Context: an optimization exercise on an open-source flow, tuned for small area, a short achievable clock period and few clock cycles per item. The choices shown serve that exercise and are no tape-out recipe.
In this exercise RTL edits were held to simulation tests only and were not proved equivalent to the original.
Power and IR drop assume default switching activity.

==> design/flow/design.v <==
`timescale 1ns / 1ps
module mltp (
  input S, CLK, Clr,
  input [7:0] Binput, Qinput,
  output [7:0] A, Q,
  output reg R  
);
  wire pp0_0, pp0_1, pp0_2, pp0_3, pp0_4, pp0_5, pp0_6, pp0_7, pp1_0, pp1_1, pp1_2, pp1_3, pp1_4, pp1_5, pp1_6, pp1_7, pp2_0, pp2_1, pp2_2, pp2_3, pp2_4, pp2_5, pp2_6, pp2_7, pp3_0, pp3_1, pp3_2, pp3_3, pp3_4, pp3_5, pp3_6, pp3_7, pp4_0, pp4_1, pp4_2, pp4_3, pp4_4, pp4_5, pp4_6, pp4_7, pp5_0, pp5_1, pp5_2, pp5_3, pp5_4, pp5_5, pp5_6, pp5_7, pp6_0, pp6_1, pp6_2, pp6_3, pp6_4, pp6_5, pp6_6, pp6_7, pp7_0, pp7_1, pp7_2, pp7_3, pp7_4, pp7_5, pp7_6, pp7_7, s1, c2, s3, c4, s5, c6, s7, c8, s9, c10, s11, c12, s13, c14, s15, c16, s17, c18, s19, c20, s21, c22, s23, c24, s25, c26, s27, c28, s29, c30, s31, c32, s33, c34, s35, c36, s37, c38, s39, c40, s41, c42, s43, c44, s45, c46, s47, c48, s49, c50, s51, c52, s53, c54, s55, c56, s57, c58, s59, c60, s61, c62, s63, c64, s65, c66, s67, c68, s69, c70, s71, c72, s73, c74, s75, c76, s77, c78, s79, c80, s81, c82, s83, c84, s85, c86, s87, c88, s89, c90, s91, c92, s93, c94;
  assign pp0_0 = Binput[0] & Qinput[0];
  assign pp0_1 = Binput[0] & Qinput[1];
  assign pp0_2 = Binput[0] & Qinput[2];
  assign pp0_3 = Binput[0] & Qinput[3];
  assign pp0_4 = Binput[0] & Qinput[4];
  assign pp0_5 = Binput[0] & Qinput[5];
  assign pp0_6 = Binput[0] & Qinput[6];
  assign pp0_7 = Binput[0] & Qinput[7];
  assign pp1_0 = Binput[1] & Qinput[0];
  assign pp1_1 = Binput[1] & Qinput[1];
  assign pp1_2 = Binput[1] & Qinput[2];
  assign pp1_3 = Binput[1] & Qinput[3];
  assign pp1_4 = Binput[1] & Qinput[4];
  assign pp1_5 = Binput[1] & Qinput[5];
  assign pp1_6 = Binput[1] & Qinput[6];
  assign pp1_7 = Binput[1] & Qinput[7];
  assign pp2_0 = Binput[2] & Qinput[0];
  assign pp2_1 = Binput[2] & Qinput[1];
  assign pp2_2 = Binput[2] & Qinput[2];
  assign pp2_3 = Binput[2] & Qinput[3];
  assign pp2_4 = Binput[2] & Qinput[4];
  assign pp2_5 = Binput[2] & Qinput[5];
  assign pp2_6 = Binput[2] & Qinput[6];
  assign pp2_7 = Binput[2] & Qinput[7];
  assign pp3_0 = Binput[3] & Qinput[0];
  assign pp3_1 = Binput[3] & Qinput[1];
  assign pp3_2 = Binput[3] & Qinput[2];
  assign pp3_3 = Binput[3] & Qinput[3];
  assign pp3_4 = Binput[3] & Qinput[4];
  assign pp3_5 = Binput[3] & Qinput[5];
  assign pp3_6 = Binput[3] & Qinput[6];
  assign pp3_7 = Binput[3] & Qinput[7];
  assign pp4_0 = Binput[4] & Qinput[0];
  assign pp4_1 = Binput[4] & Qinput[1];
  assign pp4_2 = Binput[4] & Qinput[2];
  assign pp4_3 = Binput[4] & Qinput[3];
  assign pp4_4 = Binput[4] & Qinput[4];
  assign pp4_5 = Binput[4] & Qinput[5];
  assign pp4_6 = Binput[4] & Qinput[6];
  assign pp4_7 = Binput[4] & Qinput[7];
  assign pp5_0 = Binput[5] & Qinput[0];
  assign pp5_1 = Binput[5] & Qinput[1];
  assign pp5_2 = Binput[5] & Qinput[2];
  assign pp5_3 = Binput[5] & Qinput[3];
  assign pp5_4 = Binput[5] & Qinput[4];
  assign pp5_5 = Binput[5] & Qinput[5];
  assign pp5_6 = Binput[5] & Qinput[6];
  assign pp5_7 = Binput[5] & Qinput[7];
  assign pp6_0 = Binput[6] & Qinput[0];
  assign pp6_1 = Binput[6] & Qinput[1];
  assign pp6_2 = Binput[6] & Qinput[2];
  assign pp6_3 = Binput[6] & Qinput[3];
  assign pp6_4 = Binput[6] & Qinput[4];
  assign pp6_5 = Binput[6] & Qinput[5];
  assign pp6_6 = Binput[6] & Qinput[6];
  assign pp6_7 = Binput[6] & Qinput[7];
  assign pp7_0 = Binput[7] & Qinput[0];
  assign pp7_1 = Binput[7] & Qinput[1];
  assign pp7_2 = Binput[7] & Qinput[2];
  assign pp7_3 = Binput[7] & Qinput[3];
  assign pp7_4 = Binput[7] & Qinput[4];
  assign pp7_5 = Binput[7] & Qinput[5];
  assign pp7_6 = Binput[7] & Qinput[6];
  assign pp7_7 = Binput[7] & Qinput[7];
  mltp_ha u_s1 (.a(pp0_2), .b(pp1_1), .s(s1), .co(c2));
  mltp_fa u_s3 (.a(pp0_3), .b(pp1_2), .c(pp2_1), .s(s3), .co(c4));
  mltp_ha u_s5 (.a(pp3_0), .b(c2), .s(s5), .co(c6));
  mltp_fa u_s7 (.a(pp0_4), .b(pp1_3), .c(pp2_2), .s(s7), .co(c8));
  mltp_fa u_s9 (.a(pp3_1), .b(pp4_0), .c(c4), .s(s9), .co(c10));
  mltp_ha u_s11 (.a(c6), .b(s7), .s(s11), .co(c12));
  mltp_fa u_s13 (.a(pp0_5), .b(pp1_4), .c(pp2_3), .s(s13), .co(c14));
  mltp_fa u_s15 (.a(pp3_2), .b(pp4_1), .c(pp5_0), .s(s15), .co(c16));
  mltp_fa u_s17 (.a(c8), .b(s13), .c(s15), .s(s17), .co(c18));
  mltp_ha u_s19 (.a(c12), .b(c10), .s(s19), .co(c20));
  mltp_fa u_s21 (.a(pp0_6), .b(pp1_5), .c(pp2_4), .s(s21), .co(c22));
  mltp_fa u_s23 (.a(pp3_3), .b(pp4_2), .c(pp5_1), .s(s23), .co(c24));
  mltp_fa u_s25 (.a(pp6_0), .b(c14), .c(c16), .s(s25), .co(c26));
  mltp_fa u_s27 (.a(s21), .b(s23), .c(c18), .s(s27), .co(c28));
  mltp_ha u_s29 (.a(s25), .b(c20), .s(s29), .co(c30));
  mltp_fa u_s31 (.a(pp0_7), .b(pp1_6), .c(pp2_5), .s(s31), .co(c32));
  mltp_fa u_s33 (.a(pp3_4), .b(pp4_3), .c(pp5_2), .s(s33), .co(c34));
  mltp_fa u_s35 (.a(pp6_1), .b(pp7_0), .c(c22), .s(s35), .co(c36));
  mltp_fa u_s37 (.a(c24), .b(s31), .c(s33), .s(s37), .co(c38));
  mltp_fa u_s39 (.a(c26), .b(s35), .c(s37), .s(s39), .co(c40));
  mltp_ha u_s41 (.a(c28), .b(c30), .s(s41), .co(c42));
  mltp_fa u_s43 (.a(pp1_7), .b(pp2_6), .c(pp3_5), .s(s43), .co(c44));
  mltp_fa u_s45 (.a(pp4_4), .b(pp5_3), .c(pp6_2), .s(s45), .co(c46));
  mltp_fa u_s47 (.a(pp7_1), .b(c32), .c(c34), .s(s47), .co(c48));
  mltp_fa u_s49 (.a(s43), .b(s45), .c(c36), .s(s49), .co(c50));
  mltp_fa u_s51 (.a(c38), .b(s47), .c(s49), .s(s51), .co(c52));
  mltp_ha u_s53 (.a(c40), .b(c42), .s(s53), .co(c54));
  mltp_fa u_s55 (.a(pp2_7), .b(pp3_6), .c(pp4_5), .s(s55), .co(c56));
  mltp_fa u_s57 (.a(pp5_4), .b(pp6_3), .c(pp7_2), .s(s57), .co(c58));
  mltp_fa u_s59 (.a(c44), .b(c46), .c(s55), .s(s59), .co(c60));
  mltp_fa u_s61 (.a(s57), .b(c48), .c(s59), .s(s61), .co(c62));
  mltp_fa u_s63 (.a(c50), .b(s61), .c(c52), .s(s63), .co(c64));
  mltp_fa u_s65 (.a(pp3_7), .b(pp4_6), .c(pp5_5), .s(s65), .co(c66));
  mltp_fa u_s67 (.a(pp6_4), .b(pp7_3), .c(c56), .s(s67), .co(c68));
  mltp_fa u_s69 (.a(c58), .b(s65), .c(s67), .s(s69), .co(c70));
  mltp_fa u_s71 (.a(c60), .b(s69), .c(c62), .s(s71), .co(c72));
  mltp_fa u_s73 (.a(pp4_7), .b(pp5_6), .c(pp6_5), .s(s73), .co(c74));
  mltp_fa u_s75 (.a(pp7_4), .b(c66), .c(s73), .s(s75), .co(c76));
  mltp_fa u_s77 (.a(c68), .b(s75), .c(c70), .s(s77), .co(c78));
  mltp_fa u_s79 (.a(pp5_7), .b(pp6_6), .c(pp7_5), .s(s79), .co(c80));
  mltp_fa u_s81 (.a(c74), .b(s79), .c(c76), .s(s81), .co(c82));
  mltp_fa u_s83 (.a(pp6_7), .b(pp7_6), .c(c80), .s(s83), .co(c84));
  mltp_ha u_s85 (.a(pp0_1), .b(pp1_0), .s(s85), .co(c86));
  mltp_fa u_s87 (.a(pp2_0), .b(c86), .c(s1), .s(s87), .co(c88));
  mltp_fa u_s89 (.a(s3), .b(s5), .c(c88), .s(s89), .co(c90));
  mltp_fa u_s91 (.a(s11), .b(s9), .c(c90), .s(s91), .co(c92));
  mltp_fa u_s93 (.a(s17), .b(s19), .c(c92), .s(s93), .co(c94));
  reg r_lo0, r_lo1, r_lo2, r_lo3, r_lo4, r_lo5, r_cin, r_a6, r_b6, r_a7, r_b7, r_a8, r_b8, r_a9, r_b9, r_a10, r_b10, r_a11, r_b11, r_a12, r_b12, r_a13, r_b13, r_a14, r_b14;
  always @(posedge CLK)
    if (S) begin
      r_lo0 <= pp0_0;
      r_lo1 <= s85;
      r_lo2 <= s87;
      r_lo3 <= s89;
      r_lo4 <= s91;
      r_lo5 <= s93;
      r_cin <= c94;
      r_a6 <= s27;
      r_b6 <= s29;
      r_a7 <= s39;
      r_b7 <= s41;
      r_a8 <= s51;
      r_b8 <= s53;
      r_a9 <= c54;
      r_b9 <= s63;
      r_a10 <= s71;
      r_b10 <= c64;
      r_a11 <= s77;
      r_b11 <= c72;
      r_a12 <= s81;
      r_b12 <= c78;
      r_a13 <= s83;
      r_b13 <= c82;
      r_a14 <= pp7_7;
      r_b14 <= c84;
    end
  wire [9:0] hi = {1'b0, r_a14, r_a13, r_a12, r_a11, r_a10, r_a9, r_a8, r_a7, r_a6} + {1'b0, r_b14, r_b13, r_b12, r_b11, r_b10, r_b9, r_b8, r_b7, r_b6} + r_cin;
  assign {A, Q} = {hi, r_lo5, r_lo4, r_lo3, r_lo2, r_lo1, r_lo0};
  always @(posedge CLK or negedge Clr)
    if (~Clr) R <= 1'b0;
    else if (S) R <= 1'b1;
endmodule
module mltp_fa (input a, b, c, output s, co);
  assign s = a ^ b ^ c;
  assign co = (a & b) | (c & (a ^ b));
endmodule
module mltp_ha (input a, b, output s, co);
  assign s = a ^ b;
  assign co = a & b;
endmodule
==> design/flow/run.sh <==
#!/bin/bash
# synth_recipe.tcl (not shown) runs the flow's synth.tcl, then flattens the netlist and writes it again
# the make line also repeats each setting of config.mk as NAME=value (left out here)
make -C /OpenROAD-flow-scripts/flow DESIGN_CONFIG=/design/flow/config.mk WORK_HOME=/design/flow/orfs CLKGATE_MAP_FILE= SYNTH_SCRIPT=/design/flow/synth_recipe.tcl finish
==> design/flow/config.mk <==
export PLATFORM = sky130hd
export DESIGN_NAME = mltp
export DESIGN_NICKNAME = mltp
export VERILOG_FILES = /design/flow/design.v
export SDC_FILE = /design/flow/constraint.sdc
export NUM_CORES = 4
export LEC_CHECK = 0
export CAP_MARGIN = 20
export CORE_MARGIN = 2
export CORE_UTILIZATION = 40
export SLEW_MARGIN = 20
export SYNTH_HIERARCHICAL = 1
export SYNTH_MINIMUM_KEEP_SIZE = 0
==> design/flow/constraint.sdc <==
create_clock -name core_clock -period 5.0 [get_ports {CLK}]
set_input_delay 1.0000 -clock core_clock [delete_from_list [all_inputs] [get_ports {CLK}]]
set_output_delay 1.0000 -clock core_clock [all_outputs]
set_load 0.01 [all_outputs]
==> notes.md, run 1 <==
- Skew-Pair Late Insertion Delay: 0.27 ns
- Status: finished clean
- Post_cts resized: 0
- Port bufs: 35
- Remaining Overflow, GRT: 0
- CTS sink cnt: 26
- Die extent in x: 82.8 um
- Crit path kind: input pin to flip-flop
- Slew Limit Fails: 0
- Yosys top cell by area: fa_1
- Post-synth net total: 269
- Reg clk slew, reported paths: 0.09 ns
- Yosys Warn Count: 7
- HP Class: flip-flop to flip-flop
- Period utilisation layout: 77.6%
- Skew final: 0 ns
- Post-DR vias/cell: 4.77
- Synth top cells by count: and2_1, fa_1, edfxtp_1
- Worst setup SP type: input pin
- Most common cell in the netlist: and2_1
- Largest net degree at the start of global routing: 27
- Unique masters post-synth: 24
- Power, Total: 0.00103 W
- Seq/Total Area, Yosys: 31.2%
- Clk buf depth: 2
- Final HPWL from detailed placement: 3400 um
- Setup TNS Final: 0 ns
- Remaining antenna violation count: 0
- Die H: 82.8 um
- DR pass1 iterations: 3
- Dominant synthesized flop cell: edfxtp_1
- Top post-synthesis cells by area: fa_1, edfxtp_1, and2_1, ha_1, buf_4
- Root buffer cell: clkbuf_8
- Worst IR drop on VDD: 0.000210 V
- CTS Buf Count: 3
- Worst EP arrival: 3.89 ns
- H-Tree Depth: 1
- R2R Setup Slk: 4.22 ns
- Dpl cells: 297
- Setup Viol. Count Final: 0
- Total Wirelength: 4020 um
- Total track usage: 13.4%
- Gpl congestion: 0.808
- Avg Synthesized Cell Area: 12.9 sq um
- # fillers: 548
- Rows: 28
- Fraction of layout cells with a size suffix above 1: 3.98%
- Worst-Margin Slew: 0.548 ns
- Initial core utilization: 41.7%
- Required time worst endpoint: 5.02 ns
- Routed WL per cell: 13.3 um
- Hold Violations, Final: 0
- Crit Path Max Fanout: 8
- Gate Count Post-Synth: 193
- Leak Pwr: 1.22 nW
- DRT iter0 DRCs: 43
- Via count: 1,435
- N_diodes: 0
- Post-CTS Setup Bufs: 0
- RSZ-0062 raised after global routing: no
- I/O pin total: 36
- Maxcap violations: 0
- Final net count: 303
- DRC viols: 0
- Post-synth EDFFs: 25
- CTS tree: yes
- Finished Layout Cells: 301
- Core area: 5960 sq um
- Hold buffer count at CTS: 0
- Vias in the first global route: 1,406
- Worst relative slew slack: 63.5%
- PwrDens: 352 nW/um^2
- Die area: 6860 sq um
- Cell Area, Synth: 2480 sq um
- Synth top area share: 33.0%
- Ys async rst share: 3.85%
- Crit. End Element: flip-flop
- First-pass GRT wire length: 6910 um
- F_max: 0.258 GHz
- Final Util: 49.2%
- Synth Register Bits: 26
- Minimum clock period: 3.88 ns
- Area Growth Syn to Fin: 18.1%
- Antenna violations before repair: 0
==> per-stage QoR <==
stage          setup WS (ns)  instance area [sq um]  hold slack, ns
4_1_cts                 1.13                   2940           0.482
6_report                1.12                   2930           0.481
5_1_grt                 1.03                   2930           0.508
3_3_place_gp           0.894                   2880           0.453
3_5_place_dp           0.829                   2880           0.461
2_1_floorplan           1.53                   2480           0.512
==> modules after synthesis, one instance, submodules excluded <==
module / times used / area (sq um)
mltp_fa: 39 / 20.0
mltp: 1 / 1600
mltp_ha: 8 / 12.5
==> cells by family after synthesis <==
family          after synthesis  synth area share (%)
buf+inv                      15                  3.17
simple gates                 77                  18.8
flops                        26                  31.2
compound gates               11                  3.22
fa+ha+maj                    57                  41.1
xor+xnor                      7                  2.47
==> metal layers <==
layer  up-vias  wire length [um]  GRT usage, %
li1        693                 -             -
met1       713              2150          21.1
met2        25              1720          19.7
met3         4                93         0.758
met4         0                51          4.92
met5         -                 0             0
==> report_power, final <==
part           total, W  internal (W)  switching (W)  leakage (nW)
sequential     0.000316      0.000303      0.0000130         0.251
clock          0.000136     0.0000704      0.0000660        0.0288
combinational  0.000578      0.000312       0.000266         0.942
total           0.00103      0.000686       0.000345          1.22
==> critical path, stage by stage <==
cell	delay (ns)
clkdlybuf4s50_1	0.51
and2_1	0.23
fa_1	0.46
fa_1	0.41
fa_1	0.45
fa_1	0.39
fa_1	0.44
==> cell usage in the layout (no fill, tap or decap), drive strengths merged, types with 4 or more instances in the layout <==
cell type,Yosys,final
xnor2,5,5
and2,64,64
ha,16,16
fa,41,41
inv,9,9
a21oi,5,5
clkbuf,0,4
edfxtp,25,25
clkdlybuf4s50,0,34
==> worst paths after layout <==
check                      endpoint  cells after the start      start
max                            r_b9                      7  Qinput[6]
min                               R                      1          R
max reg2reg                       R                      1          R
min reg2reg                       R                      1          R
max in group asynchronous         R                      1        Clr
min in group asynchronous         R                      1        Clr
==> cell type report <==
type	instances	area (sq um)	share of cell area, %
flip-flops and latches	26	776	26.5
well taps	75	93.8	3.20
clock buffers	4	55.1	1.88
multi-input cells	152	1630	55.5
repair buffers	35	345	11.8
inverters	9	33.8	1.15
Testbench counts, summed over its fixed seeds: cycles 2,048, products 2,048.
==> run 2: changes to the inputs <==
--- a/design/flow/config.mk
+++ b/design/flow/config.mk
@@ -10,2 +10,3 @@
 export CORE_UTILIZATION = 40
+export SETUP_SLACK_MARGIN = 1.5
 export SLEW_MARGIN = 20
==> run 2 against run 1 <==
  * Total power down 1.4%
  * Fmax up 11%
  * Cell area down 0.30%
  * Global-route usage up 0.21 points
  * Clock power about the same
  * Sequential cell count unchanged
  * Critical path type unchanged
  * Sequential share of layout area up 0.079 points
  * Count of clock-buffer cells in the layout unchanged
  * Critical path depth unchanged
  * Still clean
  * Largest power group unchanged
  * Worst setup slack better by 0.39 ns
  * Non-clock buffer count unchanged
==> notes.md, run 2 <==
- Skew final: 0 ns (unchanged)
- Hold Violations, Final: 0 (unchanged)
- Vias in the first global route: 1,415 (was 1,406)
- Crit. End Element: flip-flop (unchanged)
- PwrDens: 348 nW/um^2 (was 352 nW/um^2)
- Fraction of layout cells with a size suffix above 1: 6.19% (was 3.98%)
- N_diodes: 0 (unchanged)
- CP bufs+invs: 1 (unchanged)
- Hold Path Stages: 1 (unchanged)
- Gpl congestion: 0.808 (unchanged)
- Worst-path cell with the longest stage delay: fa_1 (was clkdlybuf4s50_1)
- Dominant synthesized flop cell: edfxtp_1 (unchanged)
- Final HPWL from detailed placement: 3400 um (unchanged)
- Crit Path Max Fanout: 8 (unchanged)
- Core area: 5960 sq um (unchanged)
- Post-DR vias/cell: 4.78 (was 4.77)
- Gate Count Post-Synth: 193 (unchanged)
- CTS tree: yes (unchanged)
- Crit path depth: 7 (unchanged)
- Minimum clock period: 3.49 ns (was 3.88 ns)
- First-pass GRT wire length: 7000 um (was 6910 um)
- Die area: 6860 sq um (unchanged)
- H-Tree Depth: 1 (unchanged)
- Initial core utilization: 41.7% (unchanged)
- Most common cell in the netlist: and2_1 (unchanged)
- Total track usage: 13.6% (was 13.4%)
- Final Util: 49.1% (was 49.2%)
- DR pass1 iterations: 4 (was 3)
- Setup Viol. Count Final: 0 (unchanged)
- DRC viols: 0 (unchanged)
- Area Growth Syn to Fin: 17.7% (was 18.1%)
- F_max: 0.287 GHz (was 0.258 GHz)
- Synth top area share: 33.0% (unchanged)
- Required time worst endpoint: 5.02 ns (about the same)
- Leak Pwr: 1.25 nW (was 1.22 nW)
- Slew Limit Fails: 0 (unchanged)
- CP delay by family, top: adder cells (unchanged)
- Rows: 28 (unchanged)
- Skew-Pair Late Insertion Delay: 0.27 ns (about the same)
- Seq/Total Area, Yosys: 31.2% (unchanged)
- Post-synth net total: 269 (unchanged)
- Pre-CTS setup slack: 0.829 ns (unchanged)
- R2R Setup Slk: 4.22 ns (about the same)
- Ys async rst share: 3.85% (unchanged)
- Period utilisation layout: 69.7% (was 77.6%)
- Cells along the critical path: dlygate4sd2_1, and2_4, fa_2, fa_2, fa_1, fa_1, fa_1 (was clkdlybuf4s50_1, and2_1, fa_1, fa_1, fa_1, fa_1, fa_1)
- FF-to-FF End: R (unchanged)
- Reg clk slew, reported paths: 0.09 ns (about the same)
- Hold EP: R (unchanged)
- Final WS setup: 1.51 ns (was 1.12 ns)
- Top cell by count, worst path: fa_1 (unchanged)
- Remaining Overflow, GRT: 0 (unchanged)
- Hold path start: R (unchanged)
- Port bufs: 35 (unchanged)
- Routed WL per cell: 13.4 um (was 13.3 um)
- Avg Synthesized Cell Area: 12.9 sq um (unchanged)
- Reg2reg path depth: 1 (unchanged)
- Via count: 1,439 (was 1,435)
- Worst setup SP type: input pin (unchanged)
- Root buffer cell: clkbuf_8 (unchanged)
- Antenna violations before repair: 0 (unchanged)
- Remaining antenna violation count: 0 (unchanged)
- R2r startpoint: R (unchanged)
- Total Wirelength: 4030 um (was 4020 um)
- Largest net degree at the start of global routing: 27 (unchanged)
- Die H: 82.8 um (unchanged)
- Worst relative slew slack: 63.0% (was 63.5%)
- CP peak stage delay: 0.45 ns (was 0.51 ns)
- Synth top cells by count: and2_1, fa_1, edfxtp_1 (unchanged)
- Most frequent cells in the layout: and2_1, fa_1, edfxtp_1 (was and2_1, fa_1, clkdlybuf4s50_1)
- Worst-Margin Slew: 0.555 ns (was 0.548 ns)
- Final hold slack: 0.481 ns (about the same)
- CTS sink cnt: 26 (unchanged)
- # fillers: 555 (was 548)
- Synth Register Bits: 26 (unchanged)
- Yosys Warn Count: 7 (unchanged)
- Commonest non-fill, non-tap cell in the layout: and2_1 (unchanged)
- Yosys top cell by area: fa_1 (unchanged)
- RSZ-0062 raised after global routing: yes (was no)
- Status: finished clean (unchanged)
- CTS Buf Count: 3 (unchanged)
- Clk buf depth: 2 (unchanged)
- Die extent in x: 82.8 um (unchanged)
- Multi-input logic area: 1640 sq um (was 1630 sq um)
- I/O pin total: 36 (unchanged)
- Register area: 776 sq um (unchanged)
- Worst IR drop on VDD: 0.000216 V (was 0.000210 V)
- Setup TNS Final: 0 ns (unchanged)
- Post-synth EDFFs: 25 (unchanged)
- HP Class: flip-flop to flip-flop (unchanged)
- Cell Area, Synth: 2480 sq um (unchanged)
- DRT iter0 DRCs: 45 (was 43)
- Worst EP arrival: 3.50 ns (was 3.89 ns)
- Maxcap violations: 0 (unchanged)
- Crit path kind: input pin to flip-flop (unchanged)
- Top post-synthesis cells by area: fa_1, edfxtp_1, and2_1, ha_1, buf_4 (unchanged)
- Final net count: 303 (unchanged)
- Unique masters post-synth: 24 (unchanged)
- Post-CTS Setup Bufs: 0 (unchanged)
-- run 2: cell counts after synthesis --
No cell type changed its count.
-- run 2: power breakdown --
part           switching, W  internal, W
logic              0.000267     0.000298
registers         0.0000130     0.000303
clock network     0.0000652    0.0000704
total              0.000345     0.000672
-- run 2: repair_timing --
item | in CTS | in global routing
hold buffers | 0 | 0
setup endpoints to repair | 11 | 4
pin swaps | 0 | 0
gates resized for setup | 20 | 7
-- run 2: kinds of logic (layout without fill, tap and decap cells) --
| family | after synthesis | count (layout) | synth area share (%) |
|---|---|---|---|
| flops | 26 | 26 | 31.2 |
| fa+ha+maj | 57 | 57 | 41.1 |
| buf+inv | 15 | 48 | 3.17 |
| simple gates | 77 | 77 | 18.8 |
| compound gates | 11 | 11 | 3.22 |
| xor+xnor | 7 | 7 | 2.47 |
-- run 2: area by class of cell --
type	count	share of cell area, %
Clock buffer	4	1.88
Inverter	9	1.16
Timing Repair Buffer	35	11.2
Multi-Input combinational cell	152	56.1
Sequential cell	26	26.5
Tap cell	75	3.21
-- run 2: routing by layer --
| layer | track usage, % | vias to the layer above | share of wire [%] |
|---|---|---|---|
| met3 | 0.758 | 5 | 2.2 |
| met1 | 21.7 | 717 | 54 |
| met2 | 19.7 | 24 | 43 |
| met4 | 4.92 | 0 | 1.6 |
| li1 | - | 693 | - |
| met5 | 0 | - | 0 |
-- run 2: worst max path at each step --
stage	from	endpoint	slack (ns)
2_1_floorplan	Qinput[6]	r_b9	1.53
3_3_place_gp	Qinput[6]	r_b9	0.89
3_5_place_dp	Qinput[6]	r_b9	0.83
4_1_cts	Qinput[6]	r_b9	1.48
5_1_grt	Qinput[5]	r_b9	1.44
6_report	Binput[0]	r_b9	1.51
-- run 2: per-stage QoR --
| stage | area (sq um) | power, W | std cells |
|---|---|---|---|
| final | 2920 | 0.00102 | 301 |
| after detailed placement | 2880 | 0.000911 | 297 |
| after CTS | 2920 | 0.00103 | 301 |
| after global routing | 2920 | 0.00111 | 301 |
| after global placement | 2880 | 0.000900 | 297 |
| after floorplan | 2480 | 0.000672 | 193 |
-- run 2: Yosys stat by module, one instance, submodules excluded --
module	times used	cells inside	flops+latches	area (sq um)
mltp_ha	8	1	0	12.5
mltp	1	146	26	1600
mltp_fa	39	1	0	20.0
==> run 3: changes to the inputs <==
--- a/design/flow/config.mk
+++ b/design/flow/config.mk
@@ -9,3 +9,3 @@
 export CORE_MARGIN = 2
-export CORE_UTILIZATION = 40
+export CORE_UTILIZATION = 60
 export SETUP_SLACK_MARGIN = 1.5
==> run 3 against run 2 <==
  * Non-clock buffer count unchanged
  * Highest routed layer unchanged
  * Combinational power increased by 3%
  * Still clean
  * Via count increased by 2.5%
  * Largest cell class unchanged
==> notes.md, run 3 <==
- Most common cell in the netlist: and2_1 (unchanged)
- Core area: 4000 sq um (was 5960 sq um)
- Gate Count Post-Synth: 193 (unchanged)
- Port bufs: 35 (unchanged)
- Gpl congestion: 0.888 (was 0.808)
- Final HPWL from detailed placement: 3640 um (was 3400 um)
- Met3 wire length: 135 um (was 89 um)
- Synth top area share: 33.0% (unchanged)
- Synth Register Bits: 26 (unchanged)
- R2R Setup Slk: 4.22 ns (about the same)
- Skew final: 0 ns (unchanged)
- Seq/Total Area, Yosys: 31.2% (unchanged)
- Yosys top cell by area: fa_1 (unchanged)
- Root buffer cell: clkbuf_8 (unchanged)
- Hold Path Stages: 1 (unchanged)
- Crit path to: r_b9 (unchanged)
- Leak Pwr: 1.26 nW (was 1.25 nW)
- Initial core utilization: 62.1% (was 41.7%)
- Period utilisation layout: 69.7% (about the same)
- First-pass GRT wire length: 7180 um (was 7000 um)
- Clk buf depth: 2 (unchanged)
- Worst setup SP type: input pin (unchanged)
- Setup TNS Final: 0 ns (unchanged)
- N_diodes: 0 (unchanged)
- Synth top cells by count: and2_1, fa_1, edfxtp_1 (unchanged)
- Fraction of layout cells with a size suffix above 1: 6.64% (was 6.19%)
- Crit path kind: input pin to flip-flop (unchanged)
- Via count: 1,475 (was 1,439)
- Die H: 68.3 um (was 82.8 um)
- DR pass1 iterations: 4 (unchanged)
- Remaining antenna violation count: 0 (unchanged)
- Remaining Overflow, GRT: 0 (unchanged)
- Reg clk slew, reported paths: 0.09 ns (about the same)
- Ys async rst share: 3.85% (unchanged)
- Unique masters post-synth: 24 (unchanged)
- Total Wirelength: 4360 um (was 4030 um)
- Area Growth Syn to Fin: 17.2% (was 17.7%)
- DRC viols: 0 (unchanged)
- Worst relative slew slack: 63.6% (was 63.0%)
- Largest net degree at the start of global routing: 27 (unchanged)
- Die area: 4670 sq um (was 6860 sq um)
- Most frequent cells in the layout: and2_1, fa_1, edfxtp_1 (unchanged)
- Avg Synthesized Cell Area: 12.9 sq um (unchanged)
- Post-DR vias/cell: 5.34 (was 4.78)
- CTS sink cnt: 26 (unchanged)
- PwrDens: 368 nW/um^2 (was 348 nW/um^2)
- Register area: 776 sq um (unchanged)
- Multi-input logic area: 1640 sq um (about the same)
- CTS Buf Count: 3 (unchanged)
- Worst setup path start: Qinput[6] (was Binput[0])
- Final Util: 72.8% (was 49.1%)
- Yosys Warn Count: 7 (unchanged)
- Max Used Layer: met4 (unchanged)
- Post-synth EDFFs: 25 (unchanged)
- Crit. End Element: flip-flop (unchanged)
- Metal2 WL: 2200 um (was 1720 um)
- Dominant synthesized flop cell: edfxtp_1 (unchanged)
- F_max: 0.287 GHz (about the same)
- FF-to-FF End: R (unchanged)
- Final WS setup: 1.52 ns (was 1.51 ns)
- Minimum clock period: 3.48 ns (was 3.49 ns)
- Worst IR drop on VDD: 0.000208 V (was 0.000216 V)
- Post-synth net total: 269 (unchanged)
- Setup Viol. Count Final: 0 (unchanged)
- Crit Path Max Fanout: 8 (unchanged)
- Top post-synthesis cells by area: fa_1, edfxtp_1, and2_1, ha_1, buf_4 (unchanged)
- Reg2reg path depth: 1 (unchanged)
- Met1 wire length: 1940 um (was 2160 um)
- Slew Limit Fails: 0 (unchanged)
- DRT iter0 DRCs: 29 (was 45)
- I/O pin total: 36 (unchanged)
- RSZ-0062 raised after global routing: yes (unchanged)
- Final net count: 303 (unchanged)
- Post-CTS Setup Bufs: 0 (unchanged)
- Routed WL per cell: 15.8 um (was 13.4 um)
- Antenna violations before repair: 0 (unchanged)
- HP Class: flip-flop to flip-flop (unchanged)
- Hold Violations, Final: 0 (unchanged)
- Total track usage: 22.0% (was 13.6%)
- Cell Area, Synth: 2480 sq um (unchanged)
- Required time worst endpoint: 5.02 ns (about the same)
- Pre-CTS setup slack: 0.880 ns (was 0.829 ns)
- Die extent in x: 68.3 um (was 82.8 um)
- Skew-Pair Late Insertion Delay: 0.27 ns (about the same)
- Worst EP arrival: 3.50 ns (about the same)
- Worst-Margin Slew: 0.546 ns (was 0.555 ns)
- R2r startpoint: R (unchanged)
- Vias in the first global route: 1,522 (was 1,415)
- CTS tree: yes (unchanged)
- Commonest non-fill, non-tap cell in the layout: and2_1 (unchanged)
- # fillers: 269 (was 555)
- Status: finished clean (unchanged)
- Rows: 23 (was 28)
- Maxcap violations: 0 (unchanged)
- H-Tree Depth: 1 (unchanged)
run 3: cell counts after synthesis:
No cell type changed its count.
run 3: metal layers:
layer  track usage, %  vias up
met4             8.25        0
met2             37.7       42
met5                0        -
li1                 -      693
met1             29.4      735
met3             1.81        5
run 3: critical path, cell delays in order:
cell	delay (ns)
dlygate4sd2_1	0.29
and2_4	0.19
fa_2	0.39
fa_2	0.35
fa_1	0.45
fa_1	0.39
fa_1	0.43
run 3: per-stage QoR:
step	total power [W]	std cells	instance area [sq um]	hold WS, ns
3_5_place_dp	0.000917	272	2850	0.471
6_report	0.00107	276	2910	0.480
2_1_floorplan	0.000672	193	2480	0.512
3_3_place_gp	0.000890	272	2850	0.452
5_1_grt	0.00116	276	2910	0.523
4_1_cts	0.00109	276	2910	0.492
run 3: worst min-delay path by stage:
stage	startpoint	endpoint	slack, ns
after global routing	R	R	0.52
after detailed placement	R	R	0.47
after global placement	R	R	0.45
after floorplan	R	R	0.51
final	R	R	0.48
after CTS	R	R	0.49
run 3: cell families after synthesis:
kind of cell,Yosys count,share of synthesized area (%)
buffers and inverters,15,3.17
flip-flops,26,31.2
XOR/XNOR,7,2.47
AO/OA/AOI/OAI,11,3.22
adder cells (fa/ha/maj),57,41.1
AND/OR/NAND/NOR,77,18.8
run 3: timing repair:
item                                   in CTS  in global routing
pin swaps                                   0                  0
gates resized for setup                    20                  5
hold buffers                                0                  0
endpoints found under the hold margin       0                  0
setup endpoints to repair                  10                  4
run 3: final cells by class:
cell class                      instances  share of cell area (%)
Inverter                                9                    1.16
Timing Repair Buffer                   35                    11.2
Clock buffer                            3                    1.42
Sequential cell                        26                    26.6
Tap cell                               50                    2.15
Clock inverter                          1                    1.03
Multi-Input combinational cell        152                    56.4
run 3: modules after synthesis (local to each module, per instance):
module | cells | flops+latches
mltp_fa | 1 | 0
mltp | 146 | 26
mltp_ha | 1 | 0
run 3: power by group:
group | leakage, nW | total, W | switching [W] | internal (W)
Combinational | 0.978 | 0.000581 | 0.000277 | 0.000304
Clock | 0.0357 | 0.000170 | 0.0000633 | 0.000107
Sequential | 0.251 | 0.000319 | 0.0000153 | 0.000304
==> run 4: changes to the inputs <==
--- a/design/flow/config.mk
+++ b/design/flow/config.mk
@@ -9,4 +9,4 @@
 export CORE_MARGIN = 2
-export CORE_UTILIZATION = 60
-export SETUP_SLACK_MARGIN = 1.5
+export CORE_UTILIZATION = 40
+export SETUP_SLACK_MARGIN = 2.0
 export SLEW_MARGIN = 20
==> run 4 against run 3 <==
  * Still clean on timing, DRC and antenna
  * First-iteration DRC count is 55% higher
  * Total power is 4.7% lower
  * Synthesized area stayed put
  * Register-to-register slack is essentially flat
  * Sequential cell count unchanged
  * Critical path type unchanged
==> notes.md, run 4 <==
- F_max: 0.309 GHz (was 0.287 GHz)
- Crit Path Max Fanout: 8 (unchanged)
- Crit. End Element: flip-flop (unchanged)
- H-Tree Depth: 1 (unchanged)
- Unique masters post-synth: 24 (unchanged)
- DRT iter0 DRCs: 45 (was 29)
- Setup TNS Final: 0 ns (unchanged)
- Hold path start: R (unchanged)
- RSZ-0062 raised after global routing: yes (unchanged)
- Skew-Pair Late Insertion Delay: 0.26 ns (was 0.27 ns)
- Synth top area share: 33.0% (unchanged)
- Cells along the critical path: buf_4, and2_4, fa_2, fa_1, fa_2, fa_2 (was dlygate4sd2_1, and2_4, fa_2, fa_2, fa_1, fa_1, fa_1)
- Reg clk slew, reported paths: 0.08 ns (was 0.09 ns)
- Root buffer cell: clkbuf_8 (unchanged)
- Ys async rst share: 3.85% (unchanged)
- Most frequent cells in the layout: and2_1, edfxtp_1, fa_2 (was and2_1, fa_1, edfxtp_1)
- Total track usage: 13.8% (was 22.0%)
- Yosys Warn Count: 7 (unchanged)
- Cell Int Power: 0.000661 W (was 0.000715 W)
- Post-synth net total: 269 (unchanged)
- Register area: 776 sq um (unchanged)
- Worst setup SP type: input pin (unchanged)
- Antenna violations before repair: 0 (unchanged)
- Final HPWL from detailed placement: 3520 um (was 3640 um)
- CP delay by family, top: adder cells (unchanged)
- Hold buffer count at CTS: 0 (unchanged)
- Required time worst endpoint: 5.01 ns (was 5.02 ns)
- Sequential fraction of design power: 31.5% (was 29.8%)
- CTS tree: yes (unchanged)
- Final net count: 309 (was 303)
- R2r startpoint: R (unchanged)
- I/O pin total: 36 (unchanged)
- First-pass GRT wire length: 7150 um (was 7180 um)
- N_diodes: 0 (unchanged)
- CP peak stage delay: 0.54 ns (was 0.45 ns)
- Die extent in x: 82.8 um (was 68.3 um)
- Post-DR vias/cell: 4.69 (was 5.34)
- Logic pwr share: 57.1% (was 54.3%)
- PwrDens: 331 nW/um^2 (was 368 nW/um^2)
- DR pass1 iterations: 4 (unchanged)
- Seq/Total Area, Yosys: 31.2% (unchanged)
- Initial core utilization: 41.7% (was 62.1%)
- Clk buf depth: 2 (unchanged)
- Hold Violations, Final: 0 (unchanged)
- Rows: 28 (was 23)
- Worst-Margin Slew: 0.544 ns (was 0.546 ns)
- Hold EP: R (unchanged)
- Port bufs: 35 (unchanged)
- Post-synth EDFFs: 25 (unchanged)
- Final hold slack: 0.473 ns (was 0.480 ns)
- Maxcap violations: 0 (unchanged)
- Crit path kind: input pin to flip-flop (unchanged)
- Top cell by count, worst path: fa_2 (was fa_1)
- Via count: 1,441 (was 1,475)
- Worst EP arrival: 3.24 ns (was 3.50 ns)
- Psw: 0.000359 W (was 0.000355 W)
- Leak Pwr: 1.27 nW (was 1.26 nW)
- Multi-input logic area: 1780 sq um (was 1640 sq um)
- Die area: 6860 sq um (was 4670 sq um)
- Crit path depth: 6 (was 7)
- Remaining Overflow, GRT: 0 (unchanged)
- Slew Limit Fails: 0 (unchanged)
- Most common cell in the netlist: and2_1 (unchanged)
- Yosys top cell by area: fa_1 (unchanged)
- Largest net degree at the start of global routing: 27 (unchanged)
- # fillers: 534 (was 269)
- Remaining antenna violation count: 0 (unchanged)
- Minimum clock period: 3.23 ns (was 3.48 ns)
- Total Wirelength: 4280 um (was 4360 um)
- R2R Setup Slk: 4.23 ns (was 4.22 ns)
- FF-to-FF End: R (unchanged)
- Clk pwr share: 11.4% (was 15.9%)
- Hold Path Stages: 1 (unchanged)
- Worst IR drop on VDD: 0.000266 V (was 0.000208 V)
- Synth Register Bits: 26 (unchanged)
- Dominant synthesized flop cell: edfxtp_1 (unchanged)
- Core area: 5960 sq um (was 4000 sq um)
- DRC viols: 0 (unchanged)
- Cell Area, Synth: 2480 sq um (unchanged)
- Routed WL per cell: 13.9 um (was 15.8 um)
- Die H: 82.8 um (was 68.3 um)
- HP Class: flip-flop to flip-flop (unchanged)
- Area Growth Syn to Fin: 24.1% (was 17.2%)
- Synth top cells by count: and2_1, fa_1, edfxtp_1 (unchanged)
- Vias in the first global route: 1,423 (was 1,522)
- CTS Buf Count: 3 (unchanged)
- Avg Synthesized Cell Area: 12.9 sq um (unchanged)
- CTS sink cnt: 26 (unchanged)
- Worst-path cell with the longest stage delay: fa_2 (was fa_1)
- Top post-synthesis cells by area: fa_1, edfxtp_1, and2_1, ha_1, buf_4 (unchanged)
- Sw frac: 35.2% (was 33.2%)
- CP bufs+invs: 1 (unchanged)
- Commonest non-fill, non-tap cell in the layout: and2_1 (unchanged)
- Reg2reg path depth: 1 (unchanged)
- Gpl congestion: 0.819 (was 0.888)
- Gate Count Post-Synth: 193 (unchanged)
- Skew final: 0 ns (unchanged)
- Fraction of layout cells with a size suffix above 1: 34.9% (was 6.64%)
- Setup Viol. Count Final: 0 (unchanged)
- Period utilisation layout: 64.7% (was 69.7%)
- Worst relative slew slack: 63.7% (was 63.6%)
- Status: finished clean (unchanged)
run 4: cell counts after synthesis:
Identical to the previous run, type by type.
run 4: metal layers:
layer	vias to the layer above	global-route usage (%)	routed length (um)
met4	0	4.75	55
met5	-	0	0
met1	700	21.1	2130
met3	4	0.758	113
li1	709	-	-
met2	28	21.1	1980
run 4: final cells by class:
type                    instances  share of cell area [%]
clock buffers                   4                    1.46
inverters                       9                    1.10
multi-input cells             152                    57.7
flip-flops and latches         26                    25.2
well taps                      75                    3.04
repair buffers                 41                    11.5
run 4: timing repair:
| action | in CTS | in global routing |
|---|---|---|
| gates resized for setup | 115 | 30 |
| pin swaps | 16 | 19 |
| setup endpoints to repair | 27 | 14 |
| setup buffers | 3 | 3 |
run 4: power groups by stage:
stage,Combinational (W),Clock (W),Sequential (W)
global placement,0.000592,0,0.000322
global route,0.000658,0.000128,0.000326
CTS,0.000569,0.000120,0.000319
finish,0.000582,0.000116,0.000321
detailed placement,0.000598,0,0.000324
floorplan,0.000363,0,0.000318
run 4: kinds of logic (layout without fill, tap and decap cells):
| family | after synthesis | count (layout) | synth area share [%] |
|---|---|---|---|
| flip-flops | 26 | 26 | 31.2 |
| AND/OR/NAND/NOR | 77 | 77 | 18.8 |
| AO/OA/AOI/OAI | 11 | 11 | 3.22 |
| buffers and inverters | 15 | 54 | 3.17 |
| adder cells (fa/ha/maj) | 57 | 57 | 41.1 |
| XOR/XNOR | 7 | 7 | 2.47 |
run 4: stage by stage:
| stage | worst slack, ns | util (%) | area (sq um) | power (W) | cells |
|---|---|---|---|---|---|
| global route | 1.73 | 51.8 | 3080 | 0.00111 | 307 |
| floorplan | 1.67 | - | 2540 | 0.000682 | 193 |
| detailed placement | 0.958 | 49.3 | 2940 | 0.000922 | 297 |
| CTS | 1.73 | 50.5 | 3010 | 0.00101 | 304 |
| finish | 1.77 | 51.8 | 3080 | 0.00102 | 307 |
| global placement | 1.01 | 49.3 | 2940 | 0.000914 | 297 |
run 4: per-module statistics from Yosys, one instance, submodules excluded:
module | copies in the design | flops+latches
mltp_fa | 39 | 0
mltp_ha | 8 | 0
mltp | 1 | 26
run 4: how the worst max path moves through the flow:
stage	from	slack, ns	end
after CTS	r_cin	1.73	A[6]
final	Binput[4]	1.77	r_b9
after floorplan	Binput[2]	1.67	r_b9
after global routing	Binput[0]	1.73	r_b9
after global placement	Qinput[6]	1.01	r_b9
after detailed placement	Qinput[6]	0.96	r_b9
==> run 5: changes to the inputs <==
--- a/design/flow/config.mk
+++ b/design/flow/config.mk
@@ -10,3 +10,3 @@
 export CORE_UTILIZATION = 40
-export SETUP_SLACK_MARGIN = 2.0
+export SETUP_SLACK_MARGIN = 2.5
 export SLEW_MARGIN = 20
==> run 5 against run 4 <==
  * Sequential power about the same
  * Sequential share of layout area decreased by 0.99 points
  * Die area unchanged
  * Hold slack improved by 0.0048 ns
  * Count of clock-buffer cells in the layout unchanged
  * Largest power group unchanged
  * Still clean
  * Via count about the same
  * Cell area increased by 4.1%
  * First-iteration DRC count increased by 38%
==> notes.md, run 5 <==
- Status: finished clean (unchanged)
- Vias in the first global route: 1,573 (was 1,423)
- Commonest non-fill, non-tap cell in the layout: and2_1 (unchanged)
- Fraction of layout cells with a size suffix above 1: 46.6% (was 34.9%)
- Leak Pwr: 1.30 nW (was 1.27 nW)
- RSZ-0062 raised after global routing: yes (unchanged)
- N_diodes: 0 (unchanged)
- Yosys top cell by area: fa_1 (unchanged)
- Hold Violations, Final: 0 (unchanged)
- Rows: 28 (unchanged)
- Crit path kind: input pin to flip-flop (unchanged)
- Top post-synthesis cells by area: fa_1, edfxtp_1, and2_1, ha_1, buf_4 (unchanged)
- Worst IR drop on VDD: 0.000231 V (was 0.000266 V)
- Period utilisation layout: 65.0% (was 64.7%)
- Hold Path Stages: 1 (unchanged)
- Seq/Total Area, Yosys: 31.2% (unchanged)
- R2R Setup Slk: 4.22 ns (was 4.23 ns)
- Minimum clock period: 3.25 ns (was 3.23 ns)
- F_max: 0.308 GHz (was 0.309 GHz)
- Slew Limit Fails: 0 (unchanged)
- Final net count: 311 (was 309)
- CP bufs+invs: 1 (unchanged)
- Clk buf depth: 2 (unchanged)
- Die H: 82.8 um (unchanged)
- Post-synth net total: 269 (unchanged)
- Worst EP arrival: 3.26 ns (was 3.24 ns)
- CP peak stage delay: 0.45 ns (was 0.54 ns)
- Initial core utilization: 41.7% (unchanged)
- Total Wirelength: 4510 um (was 4280 um)
- Reg clk slew, reported paths: 0.08 ns (about the same)
- Root buffer cell: clkbuf_8 (unchanged)
- Die area: 6860 sq um (unchanged)
- Crit path depth: 7 (was 6)
- Routed WL per cell: 14.6 um (was 13.9 um)
- Skew final: 0 ns (unchanged)
- Post-DR vias/cell: 4.67 (was 4.69)
- HP Class: flip-flop to flip-flop (unchanged)
- Hold buffer count at CTS: 0 (unchanged)
- Worst setup SP type: input pin (unchanged)
- Final hold slack: 0.477 ns (was 0.473 ns)
- Placed instance area: 3000 sq um (was 2940 sq um)
- Dominant synthesized flop cell: edfxtp_1 (unchanged)
- Gate Count Post-Synth: 193 (unchanged)
- Skew-Pair Late Insertion Delay: 0.26 ns (about the same)
- Clk pwr share: 10.8% (was 11.4%)
- Ys async rst share: 3.85% (unchanged)
- Synth Register Bits: 26 (unchanged)
- Cell Int Power: 0.000695 W (was 0.000661 W)
- Via count: 1,442 (was 1,441)
- CTS tree: yes (unchanged)
- Maxcap violations: 0 (unchanged)
- Final HPWL from detailed placement: 3680 um (was 3520 um)
- Logic pwr share: 59.7% (was 57.1%)
- Cells along the critical path: buf_8, and2_4, fa_2, fa_2, fa_1, fa_2, fa_2 (was buf_4, and2_4, fa_2, fa_1, fa_2, fa_2)
- Remaining antenna violation count: 0 (unchanged)
- Cell Area, Synth: 2480 sq um (unchanged)
- PwrDens: 336 nW/um^2 (was 331 nW/um^2)
- DR pass1 iterations: 4 (unchanged)
- Hold EP: R (unchanged)
- Crit Path Max Fanout: 2 (was 8)
- R2r startpoint: R (unchanged)
- Core area: 5960 sq um (unchanged)
- CP delay by family, top: adder cells (unchanged)
- H-Tree Depth: 1 (unchanged)
- Most frequent cells in the layout: and2_1, fa_2, edfxtp_1 (was and2_1, edfxtp_1, fa_2)
- Antenna violations before repair: 0 (unchanged)
- Hold path start: R (unchanged)
- Setup TNS Final: 0 ns (unchanged)
- First-pass GRT wire length: 7620 um (was 7150 um)
- Top cell by count, worst path: fa_2 (unchanged)
- Worst-Margin Slew: 0.539 ns (was 0.544 ns)
- Required time worst endpoint: 5.00 ns (was 5.01 ns)
- Die extent in x: 82.8 um (unchanged)
- I/O pin total: 36 (unchanged)
- Sw frac: 35.6% (was 35.2%)
- Design area: 3210 sq um (was 3080 sq um)
- Psw: 0.000384 W (was 0.000359 W)
- DRT iter0 DRCs: 62 (was 45)
- Avg Synthesized Cell Area: 12.9 sq um (unchanged)
- Synth top area share: 33.0% (unchanged)
- Synth top cells by count: and2_1, fa_1, edfxtp_1 (unchanged)
- # fillers: 538 (was 534)
- Worst relative slew slack: 64.0% (was 63.7%)
- Port bufs: 35 (unchanged)
- Sequential fraction of design power: 29.5% (was 31.5%)
- FF-to-FF End: R (unchanged)
- CTS Buf Count: 3 (unchanged)
- Crit. End Element: flip-flop (unchanged)
- Worst-path cell with the longest stage delay: fa_1 (was fa_2)
- Gpl congestion: 0.815 (was 0.819)
- Total track usage: 14.9% (was 13.8%)
- Final Util: 53.9% (was 51.8%)
- Largest net degree at the start of global routing: 27 (unchanged)
- Unique masters post-synth: 24 (unchanged)
- Setup Viol. Count Final: 0 (unchanged)
- CTS sink cnt: 26 (unchanged)
- Area Growth Syn to Fin: 29.2% (was 24.1%)
- Post-synth EDFFs: 25 (unchanged)
- Remaining Overflow, GRT: 0 (unchanged)
- DRC viols: 0 (unchanged)
- Power, Total: 0.00108 W (was 0.00102 W)
- Most common cell in the netlist: and2_1 (unchanged)
- Reg2reg path depth: 1 (unchanged)
- Yosys Warn Count: 7 (unchanged)
run 5: what timing repair did:
action | in CTS | in global routing
buffers inserted | 6 | 2
endpoints found under the hold margin | 0 | 0
resized for setup | 148 | 29
pin swaps | 27 | 18
setup endpoints to repair | 31 | 28
run 5: how the worst max path moves through the flow:
stage               slack, ns   end      start
floorplan                1.67  r_b9  Binput[2]
global placement         1.01  r_b9  Binput[2]
detailed placement        1.0  r_b9  Binput[0]
CTS                      1.76  r_b9  Binput[0]
global route             1.73  r_b9  Binput[0]
finish                   1.75  r_b9  Binput[0]
run 5: power groups by stage:
stage,sequential [W],combinational [W],clock (W)
after floorplan,0.000319,0.000390,0
after global placement,0.000322,0.000619,0
after detailed placement,0.000324,0.000633,0
after CTS,0.000320,0.000616,0.000121
after global routing,0.000323,0.000727,0.000131
final,0.000319,0.000644,0.000116
run 5: Yosys stat by module (local to each module, per instance):
module   cells  flip-flops and latches  copies in the design  cell area (sq um)
mltp       146                      26                     1               1600
mltp_fa      1                       0                    39               20.0
mltp_ha      1                       0                     8               12.5
run 5: kinds of logic after synthesis:
logic type               share of synthesized area (%)
flip-flops                                        31.2
buffers and inverters                             3.17
adder cells (fa/ha/maj)                           41.1
XOR/XNOR                                          2.47
AND/OR/NAND/NOR                                   18.8
AO/OA/AOI/OAI                                     3.22
run 5: routing by layer:
layer	share of wire, %	vias up	global-route usage [%]	wire, um
met5	0	-	0	0
met4	0.78	0	4.43	35
met3	2.1	2	0.649	93
met2	45	27	23.6	2050
met1	52	704	22.5	2330
li1	-	709	-	-
run 5: per-stage QoR:
stage | std cells | worst slack [ns]
finish | 309 | 1.75
global route | 309 | 1.73
CTS | 307 | 1.76
detailed placement | 297 | 0.996
global placement | 297 | 1.01
floorplan | 193 | 1.67
run 5: cell type report:
| cell class | instances | area (sq um) | area share (%) |
|---|---|---|---|
| timing repair buffer | 43 | 400 | 12.5 |
| multi-input combinational | 152 | 1860 | 58.0 |
| tap | 75 | 93.8 | 2.92 |
| clock buffer | 4 | 45.0 | 1.40 |
| sequential | 26 | 776 | 24.2 |
| inverter | 9 | 33.8 | 1.05 |
==> run 6: changes to the inputs <==
==> design/flow/flow/run.sh (new file) <==
#!/bin/bash
# The standard layout (standard.sh, unchanged synthesis), with two layout
# settings changed: the port buffers are plain buffers (buf_2) instead of the
# delay cells buffer_ports picks by default, and the resizer may swap a cell
# for one of another footprint (MATCH_CELL_FOOTPRINT=0), so it can size them.
# The full output of make (every ORFS step, each also logged under
# orfs/logs/) goes to make.log.
set -euo pipefail
bash standard.sh MATCH_CELL_FOOTPRINT=0 \
  "BUFFER_PORTS_ARGS=-buffer_cell sky130_fd_sc_hd__buf_2" finish > make.log 2>&1
==> design/flow/standard.sh (new file) <==
#!/bin/bash
# synth_recipe.tcl (not shown) runs the flow's synth.tcl, then flattens the netlist and writes it again
# the make line also repeats each setting of config.mk as NAME=value (left out here)
make -C /OpenROAD-flow-scripts/flow DESIGN_CONFIG=/design/flow/config.mk WORK_HOME=/design/flow/orfs CLKGATE_MAP_FILE= SYNTH_SCRIPT=/design/flow/synth_recipe.tcl "${@:-finish}"
--- a/design/flow/config.mk
+++ b/design/flow/config.mk
@@ -10,3 +10,3 @@
 export CORE_UTILIZATION = 40
-export SETUP_SLACK_MARGIN = 2.5
+export SETUP_SLACK_MARGIN = 2.0
 export SLEW_MARGIN = 20
removed: design/flow/run.sh
==> run 6 against run 5 <==
  * Clock skew is the same
  * Clock power barely moved
  * Sequential cell count unchanged
  * Critical path type unchanged
  * Largest cell class unchanged
  * Largest power group unchanged
==> notes.md, run 6 <==
- Status: finished clean (unchanged)
- F_max: 0.311 GHz (was 0.308 GHz)
- Most common cell in the netlist: and2_1 (unchanged)
- Crit path kind: input pin to flip-flop (unchanged)
- Routed WL per cell: 14.1 um (was 14.6 um)
- Commonest non-fill, non-tap cell in the layout: and2_1 (unchanged)
- Cell Area, Synth: 2480 sq um (unchanged)
- Finished Layout Cells: 305 (was 309)
- Reg clk slew, reported paths: 0.08 ns (about the same)
- Post-synth EDFFs: 25 (unchanged)
- Worst setup SP type: input pin (unchanged)
- Rows: 28 (unchanged)
- Setup Viol. Count Final: 0 (unchanged)
- Antenna violations before repair: 0 (unchanged)
- Remaining antenna violation count: 0 (unchanged)
- Worst EP arrival: 3.22 ns (was 3.26 ns)
- CTS tree: yes (unchanged)
- Remaining Overflow, GRT: 0 (unchanged)
- DR pass1 iterations: 4 (unchanged)
- Top post-synthesis cells by area: fa_1, edfxtp_1, and2_1, ha_1, buf_4 (unchanged)
- Seq/Total Area, Yosys: 31.2% (unchanged)
- Ys async rst share: 3.85% (unchanged)
- Total track usage: 13.9% (was 14.9%)
- Skew final: 0 ns (unchanged)
- DRC viols: 0 (unchanged)
- Synth top area share: 33.0% (unchanged)
- Required time worst endpoint: 5.01 ns (was 5.00 ns)
- Unique masters post-synth: 24 (unchanged)
- HP Class: flip-flop to flip-flop (unchanged)
- Worst relative slew slack: 64.3% (was 64.0%)
- Final HPWL from detailed placement: 3680 um (about the same)
- Final net count: 307 (was 311)
- Die H: 82.8 um (unchanged)
- Multi-input logic area: 1730 sq um (was 1860 sq um)
- Maxcap violations: 0 (unchanged)
- CTS Buf Count: 3 (unchanged)
- Power, Total: 0.000970 W (was 0.00108 W)
- Crit Path Max Fanout: 4 (was 2)
- Synth Register Bits: 26 (unchanged)
- Register area: 776 sq um (unchanged)
- Vias in the first global route: 1,481 (was 1,573)
- DRT iter0 DRCs: 57 (was 62)
- Hold buffer count at CTS: 0 (unchanged)
- Largest net degree at the start of global routing: 27 (unchanged)
- N_diodes: 0 (unchanged)
- Synth top cells by count: and2_1, fa_1, edfxtp_1 (unchanged)
- Dpl cells: 297 (unchanged)
- Slew Limit Fails: 0 (unchanged)
- # fillers: 556 (was 538)
- Worst IR drop on VDD: 0.000234 V (was 0.000231 V)
- Area Growth Syn to Fin: 18.1% (was 29.2%)
- Skew-Pair Late Insertion Delay: 0.26 ns (about the same)
- Initial core utilization: 41.7% (unchanged)
- Setup TNS Final: 0 ns (unchanged)
- Period utilisation layout: 64.2% (was 65.0%)
- Yosys top cell by area: fa_1 (unchanged)
- Hold Violations, Final: 0 (unchanged)
- First-pass GRT wire length: 7100 um (was 7620 um)
- Total Wirelength: 4310 um (was 4510 um)
- Dominant synthesized flop cell: edfxtp_1 (unchanged)
- Most frequent cells in the layout: and2_1, buf_2, edfxtp_1 (was and2_1, fa_2, edfxtp_1)
- Die extent in x: 82.8 um (unchanged)
- Post-synth net total: 269 (unchanged)
- Clk buf depth: 2 (unchanged)
- Minimum clock period: 3.21 ns (was 3.25 ns)
- Gpl congestion: 0.823 (was 0.815)
- PwrDens: 331 nW/um^2 (was 336 nW/um^2)
- I/O pin total: 36 (unchanged)
- Post-DR vias/cell: 4.69 (was 4.67)
- Gate Count Post-Synth: 193 (unchanged)
- RSZ-0062 raised after global routing: yes (unchanged)
- Worst-Margin Slew: 0.536 ns (was 0.539 ns)
- Die area: 6860 sq um (unchanged)
- Port bufs: 35 (unchanged)
- H-Tree Depth: 1 (unchanged)
- Fraction of layout cells with a size suffix above 1: 35.7% (was 46.6%)
- Leak Pwr: 1.24 nW (was 1.30 nW)
- Final hold slack: 0.467 ns (was 0.477 ns)
- Crit. End Element: flip-flop (unchanged)
- Avg Synthesized Cell Area: 12.9 sq um (unchanged)
- Yosys Warn Count: 7 (unchanged)
- Core area: 5960 sq um (unchanged)
- CTS sink cnt: 26 (unchanged)
- Via count: 1,429 (was 1,442)
- Root buffer cell: clkbuf_8 (unchanged)
run 6: cell types whose count changed in the layout (fill, tap and decap cells not counted), moves of 8 or more:
| cell | previous run | this run |
|---|---|---|
| and2_1 | 43 | 54 |
| fa_1 | 13 | 21 |
| and2_4 | 21 | 10 |
| buf_2 | 10 | 27 |
| clkdlybuf4s50_1 | 8 | 0 |
| fa_2 | 28 | 20 |
run 6: metal layers:
layer,wire (um),global-route usage (%)
met2,2110,22.8
met5,0,0
met3,93,0.758
met1,2070,20.0
met4,41,4.43
run 6: logic make-up after synthesis:
| logic type | after synthesis | share of synthesized area, % |
|---|---|---|
| compound gates | 11 | 3.22 |
| simple gates | 77 | 18.8 |
| buf+inv | 15 | 3.17 |
| xor+xnor | 7 | 2.47 |
| flops | 26 | 31.2 |
| fa+ha+maj | 57 | 41.1 |
run 6: path summary, 6_finish.rpt:
| check | start | to | slack [ns] | cells past startpoint |
|---|---|---|---|---|
| worst max-delay path | Binput[0] | r_b9 | 1.79 | 7 |
| worst min-delay path | R | R | 0.47 | 1 |
| worst max register to register | R | R | 4.23 | 1 |
| worst min register to register | R | R | 0.47 | 1 |
| max in group asynchronous | Clr | R | 4.42 | 1 |
| min in group asynchronous | Clr | R | 0.50 | 1 |
run 6: critical path, stage by stage:
cell and delay, ns:
buf_8 0.10, and2_4 0.15, fa_2 0.39, fa_2 0.35
fa_1 0.46, fa_2 0.35, fa_2 0.41
run 6: what timing repair did:
action	CTS	global route
pin swaps	7	15
setup buffers	2	2
endpoints found under the setup margin	9	13
gates resized for setup	30	12
hold endpoints to repair	0	0
run 6: per-module statistics from Yosys (local to each module, per instance):
module	cells	area, sq um	copies in the design
mltp	146	1600	1
mltp_fa	1	20.0	39
mltp_ha	1	12.5	8
run 6: layout make-up:
cell class	instances	area share, %
clock buffer	4	1.54
timing repair buffer	39	8.83
tap	75	3.20
sequential	26	26.5
multi-input combinational	152	58.8
inverter	9	1.15
run 6: stage by stage:
| step | setup slack [ns] | util [%] | instance area [sq um] |
|---|---|---|---|
| 5_1_grt | 1.75 | 49.2 | 2930 |
| 2_1_floorplan | 1.67 | - | 2540 |
| 6_report | 1.79 | 49.2 | 2930 |
| 4_1_cts | 1.80 | 48.6 | 2890 |
| 3_3_place_gp | 1.50 | 46.4 | 2760 |
| 3_5_place_dp | 1.45 | 46.4 | 2760 |
run 6: power breakdown:
| group | switching (W) | leakage (nW) | internal (W) | total [W] |
|---|---|---|---|---|
| clock | 0.0000559 | 0.0228 | 0.0000567 | 0.000113 |
| combinational | 0.000277 | 0.962 | 0.000262 | 0.000539 |
| sequential | 0.0000145 | 0.251 | 0.000304 | 0.000318 |

## afterwards: timing with drivers on the ports
In the flow no input, the clock included, has a driving cell. The finished layouts below were timed again as built, in two steps. Step 1 (the two cells are an assumption about what drives the block):
set clk [get_ports {CLK}]
set_driving_cell -lib_cell sky130_fd_sc_hd__clkbuf_16 $clk
set_driving_cell -lib_cell sky130_fd_sc_hd__buf_2 [delete_from_list [all_inputs] $clk]
Step 2 adds t to the input delays and takes it off the output delays; t is the mean of the earliest and latest rising clock arrival at the registers after step 1. Input paths then give back, and output paths get back, about the clock's delay inside the block. Slacks: ideal ports / drivers / drivers and shift; pairs: ideal ports / drivers.
run | shift t [ns] | slack for setup (ns) | worst setup path at the end | slew at the worst register clock pin (ns) | worst slew at a driven data input, ns
run 1 | 0.292 | 1.122 / 1.128 / 0.836 | input to register | 0.09 / 0.09 | 0.04
run 2 | 0.291 | 1.513 / 1.521 / 1.230 | input to register | 0.09 / 0.09 | 0.03
run 3 | 0.296 | 1.515 / 1.524 / 1.228 | input to register | 0.09 / 0.09 | 0.03
run 4 | 0.281 | 1.765 / 1.752 / 1.470 | input to register | 0.08 / 0.08 | 0.05
run 5 | 0.282 | 1.748 / 1.730 / 1.448 | input to register | 0.09 / 0.09 | 0.06
run 6 | 0.280 | 1.788 / 1.774 / 1.494 | input to register | 0.08 / 0.08 | 0.05
After both steps every run listed still meets setup and hold. The setup slack of run 5, which loses most, moves by -0.018 ns with the drivers and by -0.300 ns with both steps.
